Context: an optimization exercise on an open-source flow, tuned for a short achievable clock period and few clock cycles. The choices shown serve that exercise and are no tape-out recipe. RTL that was checked went through simulation tests only; none was proved equivalent to the original. The clock port is modelled as an ideal driver; clocking choices that lean on that would not hold on a real chip. No activity file was given, so power comes from the tool's default toggle rates.

==> flow/design.v (excerpt) <==
module RV32core(
        input clk,   
        input rst,   
        output[31:0] imem_addr,
        input [31:0] imem_data,
        output[31:0] dmem_addr,
        output[31:0] dmem_wdata,
        output[3:0]  dmem_wstrb,
        input [31:0] dmem_rdata
    );
Size: about 15000 cells after synthesis, ~3800 flip-flops, roughly 160000 sq um of cells after synthesis.
export LEC_CHECK = 0
export ABC_CLOCK_PERIOD_IN_PS = 100
export CAP_MARGIN = 20
export CORE_MARGIN = 2
export CORE_UTILIZATION = 40
export SLEW_MARGIN = 20
create_clock -name core_clock -period 17.0 [get_ports {clk}]
standard.sh (not shown) runs the stock make flow with config.mk's settings and CLKGATE_MAP_FILE= SYNTH_SCRIPT=/design/flow/synth_recipe.tcl, a recipe that flattens the netlist after the stock synthesis.
==> flow/flow/run.sh <==
#!/bin/bash
set -euo pipefail
MARGIN=${MARGIN:-12.8}
HERE=$(pwd)
bash standard.sh ADDER_MAP_FILE= synth > synth.log 2>&1
bash standard.sh ADDER_MAP_FILE= SETUP_SLACK_MARGIN=$MARGIN \
  PRE_DETAIL_PLACE_TCL=$HERE/flow/pull_outs.tcl POST_CTS_TCL=$HERE/flow/post_cts.tcl \
  finish > layout.log 2>&1
Other scripts of this flow, unchanged in this note and not shown: flow/flow/drop_root.tcl, flow/flow/post_cts.tcl, flow/flow/pull_outs.tcl
Testbench counts at the start, summed over its fixed seeds: cycles 330,387.
Change:
--- a/flow/design.v
+++ b/flow/design.v
@@ -2,23 +2,23 @@
 module RV32core(
         input clk,   
         input rst,   
         output[31:0] imem_addr,
         input [31:0] imem_data,
         output[31:0] dmem_addr,
         output[31:0] dmem_wdata,
         output[3:0]  dmem_wstrb,
         input [31:0] dmem_rdata
     );
-    localparam BI = 4;               
+    localparam BI = 5;               
     localparam NB = 1 << BI;
-    localparam HI = 5;               
+    localparam HI = 6;               
     localparam NH = 1 << HI;
     localparam LH = 5;               
     localparam NP = 1 << LH;
     localparam RD = 4;               
     localparam T_BR = 2'd0, T_JAL = 2'd1, T_RET = 2'd2, T_IND = 2'd3;
     reg [31:0] pc_f;
     reg        v_d;
     reg [31:0] ir_d, pc_d, ptgt_d, pc4_d;
     reg        pt_d;                 
     reg        bp_d;                 
@@ -67,37 +67,23 @@
     wire ld_sx = ls_m[7] & dr[15] | ls_m[8] & dr[31];
     wire ld_sb = ls_m[9] & dr[7] | ls_m[10] & dr[15] | ls_m[11] & dr[23] | ls_m[12] & dr[31];
     wire [31:0] ld_v = {
         {16{ls_m[6]}} & dr[31:16] | {16{ld_sx | ld_sb}},
         {8{ls_m[4]}} & dr[15:8] | {8{ls_m[5]}} & dr[31:24] | {8{ld_sb}},
         {8{ls_m[0]}} & dr[7:0] | {8{ls_m[1]}} & dr[15:8] | {8{ls_m[2]}} & dr[23:16] |
         {8{ls_m[3]}} & dr[31:24]};
     wire [31:0] val_m = ld_v | res_nl;
     reg [31:0] pc_o, res_o;
     assign imem_addr = pc_o;
-    reg  [4:0]    px_f;
+    reg  [HI-1:0] px_f;
     wire [BI-1:0] bx_f = px_f[BI-1:0];
     wire [HI-1:0] hx_f = px_f[HI-1:0];
-    reg  [1-1:0] bv_f;
-    always @(*) begin : rd_bv_f
-        integer k;
-        bv_f = {1{1'b0}};
-        for (k = 0; k < NB; k = k + 1)
-            bv_f = bv_f | ({1{bx_f == k}} & btb_v[k*1 +: 1]);
-    end
-    reg  [TW-1:0] btag_f;
-    always @(*) begin : rd_btag_f
-        integer k;
-        btag_f = {TW{1'b0}};
-        for (k = 0; k < NB; k = k + 1)
-            btag_f = btag_f | ({TW{bx_f == k}} & btb_tag[k*TW +: TW]);
-    end
     reg  [2-1:0] typ_f;
     always @(*) begin : rd_typ_f
         integer k;
         typ_f = {2{1'b0}};
         for (k = 0; k < NB; k = k + 1)
             typ_f = typ_f | ({2{bx_f == k}} & btb_typ[k*2 +: 2]);
     end
     reg  [1-1:0] bp_f;
     always @(*) begin : rd_bp_f
         integer k;
@@ -105,22 +91,28 @@
         for (k = 0; k < NH; k = k + 1)
             bp_f = bp_f | ({1{hx_f == k}} & dp[k*1 +: 1]);
     end
     reg  [32-1:0] btgt_f;
     always @(*) begin : rd_btgt_f
         integer k;
         btgt_f = {32{1'b0}};
         for (k = 0; k < NB; k = k + 1)
             btgt_f = btgt_f | ({32{bx_f == k}} & btb_tgt[k*32 +: 32]);
     end
-    wire hit_f = bv_f && btag_f == pc_f[31:BI+2];
-    wire taken_f = hit_f && (typ_f != T_BR || bp_f);
+    reg taken_f;
+    always @(*) begin : tk_f
+        integer k;
+        taken_f = 1'b0;
+        for (k = 0; k < NB; k = k + 1)
+            taken_f = taken_f | (bx_f == k) & btb_v[k] & (btb_tag[k*TW +: TW] == pc_f[31:BI+2]) &
+                      (btb_typ[k*2 +: 2] != T_BR | (px_f[HI-1] ? dp[NB + k] : dp[k]));
+    end
     reg  [32-1:0] ras_top;
     always @(*) begin : rd_ras_top
         integer k;
         ras_top = {32{1'b0}};
         for (k = 0; k < RD; k = k + 1)
             ras_top = ras_top | ({32{ras_sp == k}} & ras[k*32 +: 32]);
     end
     wire [1:0]  ras_up = ras_sp + 2'd1;
     wire [31:0] tgt_f = typ_f == T_RET ? ras_top : btgt_f;
     wire [31:0] pc4_f = pc_f + 32'd4;
@@ -372,21 +364,21 @@
             ld_m <= 1'b0;
             wen_m <= 1'b0;
         end else begin
             wstrb_m <= (st_e & ~kill_e) ? strb_e : 4'd0;
             ld_m <= ld_e & ~kill_e;
             wen_m <= wen_e & ~kill_e;
         end
     end
     always @(posedge clk) begin
         pc_o <= rst ? 32'd0 : redirect_ex ? tgt_ex : pc_nx;
-        px_f <= redirect_ex ? tgt_ex[6:2] : pc_nx[6:2];
+        px_f <= redirect_ex ? tgt_ex[HI+1:2] : pc_nx[HI+1:2];
         res_o <= rst ? 32'd0 : res_e;
         res_m <= res_e;
         wdata_m <= wd_e;
         f3_m <= f3_e;
         ls_m <= ls_e;
         res_nl <= ld_e ? 32'd0 : res_e;
         rd_m <= rd_e;
     end
     always @(posedge clk or posedge rst) begin
         if (rst) wen_w <= 1'b0;
Worst setup slack gets worse by 96 ps.
Total power came out higher by 45%.
Die area rises by 43%.
Routed wire length rises by 49%.
Maximum frequency came out lower by 2.0%.
Global-route usage increases by 1.2 points.
Final cell count came out higher by 43%.
Area after synthesis goes up by 43%.
Count of clock-buffer cells in the layout increases by 274.
Sequential share of layout area rose by 0.88 points.
Register-to-register slack gets better by 190 ps.
Cell area climbs by 43%.
Only the layout flow was run in the second run of this note; the RTL was not checked for function there.

[what the ideal ports hide]
The flow's constraints put no driver on any port. The routed layouts listed below were extracted and timed again, unchanged, in two steps. Step 1 sets driving cells, clkbuf_16 on the clock port and buf_2 on the other inputs (assumed; they add their load-dependent delay and slew). Step 2 adds t to the input delays and takes it off the output delays; t is the mean of the earliest and latest rising clock arrival at the registers after step 1. Input paths then give back, and output paths get back, about the clock's delay inside the block. Slacks: no drivers / after step 1 / after step 2; pairs: no drivers / after step 1.
| run | shift t [ns] | slack for setup (ns) | worst data-port slew with drivers (ns) |
|---|---|---|---|
| the first run | 0.946 | 12.316 / 12.085 / 11.864 | 0.12 |
| the second run | 1.091 | 12.219 / 11.956 / 11.686 | 0.32 |
After both steps every run listed still meets setup and hold. The setup slack of the second run, which loses most, moves by -0.263 ns with the drivers and by -0.533 ns with both steps.
